Context: an optimization exercise on an open-source flow, tuned for small area, a short achievable clock period and few clock cycles. The choices shown serve that exercise and are no tape-out recipe. Only simulation tests tie the RTL to the original design; equivalence was not proved. Power and IR drop assume default switching activity.

===== design/flow/design.v =====
`timescale 1ns / 1ps
module seq_core(
    input              rst,    
    input              clk,
    output reg [(10)-1:0] pc,
    input  [(16)-1:0] instruction,
    output             read,
    output             write,
    output [(10)-1:0] address,
    input  [(32)-1:0] data_in,
    output [(32)-1:0] data_out,
    output             halted
);
integer k;
reg [31:0] rf [0:7];
reg [7:0]  rvalid;
reg [1:0]  bt_v;
reg [9:0]  bt_pc [0:1];
reg [9:0]  bt_tg [0:1];
reg        bt_victim;
reg        d_valid;
reg [9:0]  d_pc;
reg [1:0]  d_hit;
reg [11:0] d_ir;
reg [7:0]  d_asel, d_bsel;    
reg        d_abyp, d_bbyp;    
reg [7:0]  d_wen;             
reg        d_halt, d_load, d_store, d_jmp, d_jmpr, d_jc, d_jrc;
reg        d_sub, d_and, d_or, d_inv, d_shl, d_shr, d_ashr;
reg        d_arith, d_logic, d_loadc;
reg        e_valid;
reg [9:0]  e_pc;
reg [1:0]  e_hit;
reg [7:0]  e_ir;
reg [2:0]  e_cc;
reg [31:0] A, B;
reg [7:0]  e_wen;
reg        e_halt, e_load, e_store, e_jmp, e_jmpr, e_jc, e_jrc;
reg        e_sub, e_and, e_or, e_inv, e_shl, e_shr, e_ashr;
reg        e_arith, e_logic, e_loadc;
reg        h_r;
reg        e_ntok, e_relok;    
reg        upd_r, upd_t;       
wire [31:0] sum  = A + (B ^ {32{e_sub}}) + {31'd0, e_sub};
wire [31:0] lres = {32{e_inv}} ^ (e_and ? (A & B) : e_or ? (A | B) : (A ^ B));
wire        sh_fill = e_ashr & A[31];
wire [63:0] sh_ext  = {{32{sh_fill}}, A};
wire [31:0] sh_r    = e_ir[5] ? {32{sh_fill}} : sh_ext[e_ir[4:0] +: 32];
reg  [31:0] sh_rev;
always @(*) for (k = 0; k < 32; k = k + 1) sh_rev[k] = sh_r[31-k];
wire [31:0] result = ({32{e_load}}  & data_in)
                   | ({32{e_loadc}} & {A[23:0], e_ir[7:0]})
                   | ({32{e_shr}}   & sh_r)
                   | ({32{e_shl}}   & sh_rev)
                   | ({32{e_logic}} & lres)
                   | ({32{e_arith}} & sum);
reg cond;
always @(*) begin
    case (e_cc)
        3'b000:  cond = A[31];
        3'b001:  cond = ~A[31];
        3'b010:  cond = (A == 32'd0);
        3'b011:  cond = (A != 32'd0);
        default: cond = 1'b0;
    endcase
end
wire       e_rel    = e_jmpr | e_jrc;
wire       taken    = e_jmp | e_jmpr | ((e_jc | e_jrc) & cond);
wire [9:0] e_pc1    = e_pc + 10'd1;
wire [9:0] e_pcrel  = e_pc + {4'd0, e_ir[5:0]};
wire [9:0] e_tgt    = e_rel ? e_pcrel : B[9:0];
wire       ok_t     = e_rel ? e_relok : (d_pc == B[9:0]);
wire       redirect = e_valid & (taken ? ~ok_t : ~e_ntok);
wire [9:0] r_tgt    = taken ? e_tgt : e_pc1;
wire       stop     = h_r | (e_valid & e_halt);
assign read     = e_valid & e_load;
assign write    = e_valid & e_store;
assign address  = A[9:0];
assign data_out = B;
assign halted   = stop;
reg [31:0] ra, rb;
always @(*) begin
    ra = 32'd0;
    rb = 32'd0;
    for (k = 0; k < 8; k = k + 1) begin
        ra = ra | ({32{d_asel[k]}} & rf[k]);
        rb = rb | ({32{d_bsel[k]}} & rf[k]);
    end
end
wire [31:0] a_in = d_abyp ? result : ra;
reg  [31:0] a_rev;
always @(*) for (k = 0; k < 32; k = k + 1) a_rev[k] = a_in[31-k];
wire [6:0] f_op    = instruction[15:9];
wire       f_load  = (f_op[6:2] == 5'b00111);
wire       f_loadc = (f_op[6:2] == 5'b01000);
wire       f_store = (f_op[6:2] == 5'b01001);
wire       f_alu   = (f_op >= 7'd1) && (f_op <= 7'd10);
wire       f_shift = (f_op >= 7'd11) && (f_op <= 7'd13);
reg [2:0] f_aidx;
always @(*) begin
    if (f_load)                 f_aidx = instruction[2:0];
    else if (f_loadc | f_store) f_aidx = instruction[10:8];
    else if (f_alu)             f_aidx = instruction[5:3];
    else                        f_aidx = instruction[8:6];
end
wire [2:0] f_didx = (f_alu | f_shift) ? instruction[8:6] : instruction[10:8];
wire       f_we   = f_alu | f_shift | f_load | f_loadc;
wire [7:0] f_a1h  = 8'd1 << f_aidx;
wire [7:0] f_b1h  = 8'd1 << instruction[2:0];
wire [7:0] f_d1h  = f_we ? (8'd1 << f_didx) : 8'd0;
wire [7:0] rv_d   = rvalid | e_wen;
wire       hit0   = bt_v[0] & (bt_pc[0] == pc);
wire       hit1   = bt_v[1] & (bt_pc[1] == pc);
wire [9:0] pc_inc = pc + 10'd1;
always @(posedge clk) begin
    for (k = 0; k < 8; k = k + 1)
        if (e_wen[k]) rf[k] <= result;
end
always @(posedge clk) begin
    d_pc    <= pc;
    d_hit   <= {hit1 & ~hit0, hit0};
    d_ir    <= instruction[11:0];
    d_asel  <= f_a1h & rv_d;
    d_bsel  <= f_b1h & rv_d;
    d_abyp  <= d_valid & |(f_a1h & d_wen);
    d_bbyp  <= d_valid & |(f_b1h & d_wen);
    d_wen   <= f_d1h;
    d_halt  <= (f_op == 7'h7f);
    d_load  <= f_load;
    d_store <= f_store;
    d_jmp   <= (f_op[6:3] == 4'b0101);
    d_jmpr  <= (f_op[6:3] == 4'b0110);
    d_jc    <= (f_op[6:3] == 4'b0111);
    d_jrc   <= (f_op[6:3] == 4'b1000);
    d_sub   <= (f_op == 7'd3) | (f_op == 7'd4);
    d_and   <= (f_op == 7'd5) | (f_op == 7'd8);
    d_or    <= (f_op == 7'd6) | (f_op == 7'd9);
    d_inv   <= (f_op == 7'd8) | (f_op == 7'd9) | (f_op == 7'd10);
    d_shl   <= (f_op == 7'd13);
    d_shr   <= (f_op == 7'd11) | (f_op == 7'd12);
    d_ashr  <= (f_op == 7'd12);
    d_arith <= (f_op >= 7'd1) && (f_op <= 7'd4);
    d_logic <= (f_op >= 7'd5) && (f_op <= 7'd10);
    d_loadc <= f_loadc;
    if (~redirect) begin
        e_pc  <= d_pc;
        e_hit <= d_hit;
    end
    e_ntok  <= (pc == d_pc + 10'd1);
    e_relok <= (pc == d_pc + {4'd0, d_ir[5:0]});
    e_ir    <= d_ir[7:0];
    e_cc    <= d_ir[11:9];
    A       <= d_shl ? a_rev : a_in;
    B       <= d_bbyp ? result : rb;
    e_halt  <= d_halt;
    e_load  <= d_load;
    e_store <= d_store;
    e_jmp   <= d_jmp;
    e_jmpr  <= d_jmpr;
    e_jc    <= d_jc;
    e_jrc   <= d_jrc;
    e_sub   <= d_sub;
    e_and   <= d_and;
    e_or    <= d_or;
    e_inv   <= d_inv;
    e_shl   <= d_shl;
    e_shr   <= d_shr;
    e_ashr  <= d_ashr;
    e_arith <= d_arith;
    e_logic <= d_logic;
    e_loadc <= d_loadc;
    if (1'b0 == rst) begin
        pc        <= 10'd0;
        rvalid    <= 8'd0;
        bt_v      <= 2'd0;
        bt_victim <= 1'b0;
        d_valid   <= 1'b0;
        e_valid   <= 1'b0;
        e_wen     <= 8'd0;
        h_r       <= 1'b0;
        upd_r     <= 1'b0;
    end else begin
        rvalid  <= rv_d;
        h_r     <= stop;
        d_valid <= ~redirect;
        e_valid <= d_valid & ~redirect & ~stop;
        e_wen   <= (d_valid & ~redirect & ~stop) ? d_wen : 8'd0;
        if (redirect)  pc <= r_tgt;
        else if (hit0) pc <= bt_tg[0];
        else if (hit1) pc <= bt_tg[1];
        else           pc <= pc_inc;
        upd_r <= redirect;
        upd_t <= taken;
        if (upd_r) begin
            if (upd_t) begin
                if (e_hit[0] | (~e_hit[1] & ~bt_victim)) begin
                    bt_v[0] <= 1'b1; bt_pc[0] <= e_pc; bt_tg[0] <= pc;
                end else begin
                    bt_v[1] <= 1'b1; bt_pc[1] <= e_pc; bt_tg[1] <= pc;
                end
                if (e_hit == 2'b00) bt_victim <= ~bt_victim;
            end else begin
                if (e_hit[0]) bt_v[0] <= 1'b0;
                if (e_hit[1]) bt_v[1] <= 1'b0;
            end
        end
    end
end
endmodule

===== design/flow/run.sh =====
#!/bin/bash
# synth_recipe.tcl (not shown) runs the flow's synth.tcl, then flattens the netlist and writes it again
# the make line also repeats each setting of config.mk as NAME=value (left out here)
make -C /OpenROAD-flow-scripts/flow DESIGN_CONFIG=/design/flow/config.mk WORK_HOME=/design/flow/orfs CLKGATE_MAP_FILE= SYNTH_SCRIPT=/design/flow/synth_recipe.tcl finish

===== design/flow/config.mk =====
export PLATFORM = sky130hd
export DESIGN_NAME = seq_core
export DESIGN_NICKNAME = seq_core
export VERILOG_FILES = /design/flow/design.v
export SDC_FILE = /design/flow/constraint.sdc
export NUM_CORES = 4
export LEC_CHECK = 0
export CAP_MARGIN = 20
export CORE_MARGIN = 2
export CORE_UTILIZATION = 40
export PLACE_DENSITY = 0.6
export SETUP_SLACK_MARGIN = 5
export SLEW_MARGIN = 20

===== design/flow/constraint.sdc =====
create_clock -name core_clock -period 8.5 [get_ports {clk}]
set_input_delay 1.7000 -clock core_clock [delete_from_list [all_inputs] [get_ports {clk}]]
set_output_delay 1.7000 -clock core_clock [all_outputs]
set_load 0.01 [all_outputs]

==> impl_metrics.json <==
{
  "status": "timing/DRC/antenna clean",
  "multi_input_area_um2": 13700,
  "setup-violations-final": 0,
  "finalWeightedCongestion": 1.02,
  "die-area_um2": 71100,
  "die_w_um": 267,
  "yosysTopAreaCell": "edfxtp_1",
  "combPwrFrac_pct": 10.4,
  "drt_iter0_drc": 2725,
  "hold_class": "reg2reg",
  "synthXorXnorAreaFrac_pct": 4.89,
  "power_frac_seq_pct": 49.0,
  "max_stage_delay_ps": 720,
  "yosys.area.top_type_share_pct": 33.6,
  "ys.flop_type": "edfxtp_1",
  "rsz0062_at_grt": "true",
  "ant_nets": 0,
  "cp-startpoint": "data_in[7]",
  "critPathArrivalTime_ps": 3810,
  "cts.sink_count": 502,
  "grt.overflow.total": 0,
  "crit_path_cell_trace": "clkdlybuf4s50_1 > a222oi_1 > nand2_1 > a221oi_2 > inv_1",
  "syn-cell-area_um2": 27600,
  "setup_tns_ps": 0,
  "avgSynthCellArea_um2": 10.7,
  "fillers": 6229,
  "rr_startpoint": "e_sub$_DFF_P_",
  "wl_um": 104000,
  "powerDensity_nw_per_um2": 176,
  "power_leakage_nw": 11.7,
  "worst-path-max-fanout": 8,
  "synthArstFlopShare_pct": 0,
  "critPathCaptureType": "register",
  "wl_per_cell_um": 29.2,
  "drc_errors": 0,
  "clk_latency_ps": 610,
  "fin_crit_ps": 3520,
  "slew_headroom_pct": 33.2,
  "yosysSeqAreaShare_pct": 47.6,
  "synth_edf_count": 309,
  "regArea_um2": 13300,
  "finalHoldViolCount": 0,
  "switching_share_pct": 25.1,
  "synth_cell_types": 85,
  "syn_to_final_growth_pct": 16.1,
  "initial_utilization_pct": 40.3,
  "num_vias": 23208,
  "cp_slowest_cell": "a222oi_1",
  "holdBufCountCts": 0,
  "io_pins": 105,
  "cts_buffers": 51,
  "worstHoldStart": "d_ir[11]$_DFF_P_",
  "finish.utilization_pct": 46.8,
  "final_cells": 3557,
  "ir_drop_mv": 0.136,
  "synth.area.top_cells": "edfxtp_1, dfxtp_1, ha_1, a22oi_1, mux4_2",
  "synth_top_family_by_area": "compound AO/OA/AOI/OAI gates",
  "drive_gt1_share_pct": 14.5,
  "row_count": 96,
  "yosys.area_share.adder_pct": 5.16,
  "clockBufferDepth": 3,
  "core-area_um2": 68500,
  "p_int_mw": 4.23,
  "synth_nets": 2735,
  "diodes": 0,
  "viasPerCell": 6.52,
  "critical_path_required_ps": 8790,
  "cap_viol_max_count": 0,
  "grt_pass1_wl_um": 151000,
  "final.setup_skew_ps": 24.5,
  "synth_cells": 2573,
  "min_period_over_period_pct": 41.4,
  "port_buffers": 104,
  "p_switching_mw": 1.42,
  "die_h_um": 267,
  "cts.reportedPaths.clkPinSlew_ps": 60,
  "grt_pass1_vias": 22594,
  "synth_warnings": 4,
  "cts_root_buf": "clkbuf_16",
  "synth_compound_area_share_pct": 19.9,
  "firstDrtPassIters": 9,
  "antenna_found_initial": 1,
  "tightest_slew_ps": 1000,
  "htreeDepth": 2,
  "ys_seq_elements": 502,
  "synth.mux.area_fraction_pct": 7.37,
  "power_frac_clock_pct": 40.6,
  "cts_tree": "yes",
  "place_inst": 3428,
  "grt_max_degree": 65,
  "dp_hpwl_um": 67700,
  "start_kind": "input pin",
  "nets": 2795,
  "grt_usage_pct": 28.5,
  "fmax_mhz": 284,
  "finalMaxSlewViolations": 0,
  "crit_type": "in2reg",
  "synthSimpleGateAreaFrac_pct": 10.4
}
## final cells by class
cell class                 instances  share of cell area, %
multi-input combinational       1752                   42.6
timing repair buffer             194                   5.61
inverter                         132                   1.56
tap                              882                   3.44
clock buffer                      72                   4.69
sequential                       502                   41.4
clock inverter                    23                  0.750
## power groups by stage
stage                     combinational [mW]  sequential, mW  clock [mW]
after floorplan                        0.399            2.75           0
after global placement                 0.551            2.81           0
after detailed placement               0.559            2.82           0
after CTS                              0.578            2.77        2.33
after global routing                   0.640            2.77        2.42
final                                  0.588            2.77        2.30
## cells in the final DEF, fill, tap and decap left out, types with 16 or more instances in the layout
master / count
mux2i_1: 78
nor3_1: 37
a221oi_1: 61
a221o_1: 16
nand3_1: 64
xor2_1: 65
a31oi_1: 21
o21ai_0: 68
a22o_1: 29
ha_1: 105
a21oi_1: 132
nor2b_1: 28
dfxtp_4: 16
a222oi_1: 37
inv_1: 121
nand4_1: 53
a211oi_1: 31
clkbuf_16: 55
and2_1: 26
mux4_2: 41
edfxtp_1: 309
xnor2_1: 87
mux2_2: 22
nand2_1: 133
nor2_1: 145
a21o_1: 24
dfxtp_2: 39
clkdlybuf4s50_1: 97
dfxtp_1: 138
and3_1: 16
nand2b_1: 17
a22oi_1: 163
buf_4: 82
## critical path, delay by kind of cell
kind,cells,cell delay (ps)
AOI/OAI and AO/OA,2,1250
buffers and inverters,2,680
and+or+nand+nor,1,180
## metal layers
metal | part of all wire (%) | vias to the layer above | global-route usage (%)
li1 | - | 10008 | -
met1 | 39 | 11337 | 37.2
met2 | 46 | 1535 | 45.3
met3 | 11 | 326 | 5.63
met4 | 5.0 | 2 | 14.1
met5 | 0.012 | - | 0
## synthesized netlist by cell type (12+ instances only)
cell type,instances
edfxtp_1,309
dfxtp_1,193
a22oi_1,163
nor2_1,147
a21oi_1,146
clkbuf_1,145
nand2_1,136
inv_1,128
ha_1,109
xnor2_1,88
mux2i_1,80
a221oi_1,75
o21ai_0,75
xor2_1,66
nand3_1,64
nand4_1,53
mux4_2,41
nor3_1,38
a222oi_1,37
a211oi_1,32
and2_1,30
a22o_1,29
nor2b_1,29
a21o_1,24
a31oi_1,23
mux2_2,22
a221o_1,17
nand2b_1,17
and3_1,16
nor4_1,16
buf_1,14
buf_2,14
o22ai_1,13
o31ai_1,13
o211ai_1,12
## final timing paths
path	endpoint	slack, ps	depth (start not counted)
setup / recovery	rf[1][7]$_DFFE_PP_	4980	5
hold / removal	e_cc[2]$_DFF_P_	320	0
setup reg to reg	rf[2][29]$_DFFE_PP_	4980	11
hold reg to reg	e_cc[2]$_DFF_P_	320	0
## state kept, by name (all words and copies together) (netlist names), 2 cells and up
register / count
A: 32
B: 32
bt_pc: 20
bt_tg: 20
bt_v: 2
d_asel: 8
d_bsel: 8
d_hit: 2
d_ir: 11
d_pc: 10
d_wen: 8
e_cc: 3
e_hit: 2
e_ir: 8
e_pc: 10
e_wen: 8
pc: 10
rf: 256
rvalid: 8
## repair_timing
item / CTS / global route
buffers inserted: 22 / 11
resized for setup: 112 / 57
cloned: 1 / 0
pin swaps: 18 / 19
setup endpoints to repair: 377 / 198
## through the flow
step	cell area, um^2	total power [mW]	hold slack [ps]	setup WS, ps
CTS	31800	5.68	318	5000
global route	32000	5.84	321	4910
global placement	29400	3.36	314	4010
finish	32000	5.65	318	4980
detailed placement	29400	3.38	312	3970
floorplan	27600	3.15	310	4990
## cells by family after synthesis
family | Yosys count
AO/OA/AOI/OAI | 754
AND/OR/NAND/NOR | 585
flip-flops | 502
buffers and inverters | 319
XOR/XNOR | 154
multiplexers | 147
adder cells (fa/ha/maj) | 112
Testbench counts, summed over its fixed seeds: cycles 20,787.

port drivers added, routing unchanged:
The flow's constraints put no driver on any port. The routed layout listed below was extracted and timed again, unchanged, in two steps.
Step 1: set_driving_cell puts a clkbuf_16 on clk and a buf_2 on each other input, an assumption about the parent block.
Step 2 moves the port delays by t, midway between the first and last clock arrival at a register: inputs arrive t later, outputs are due t later. That takes back most of the time a late clock gives input paths.
Slacks: ideal ports / drivers / drivers and shift; pairs: ideal ports / drivers.
t (ns): 0.667
setup WS [ns]: 4.978 / 4.952 / 4.350
worst register clock-pin slew, ns: 0.07 / 0.07
worst data-port slew with drivers (ns): 0.06
cell pins on the clock port's net: 1
After both steps this run still meets setup and hold. For this run, drivers alone change the setup slack by -0.026 ns; drivers and shift together by -0.628 ns.
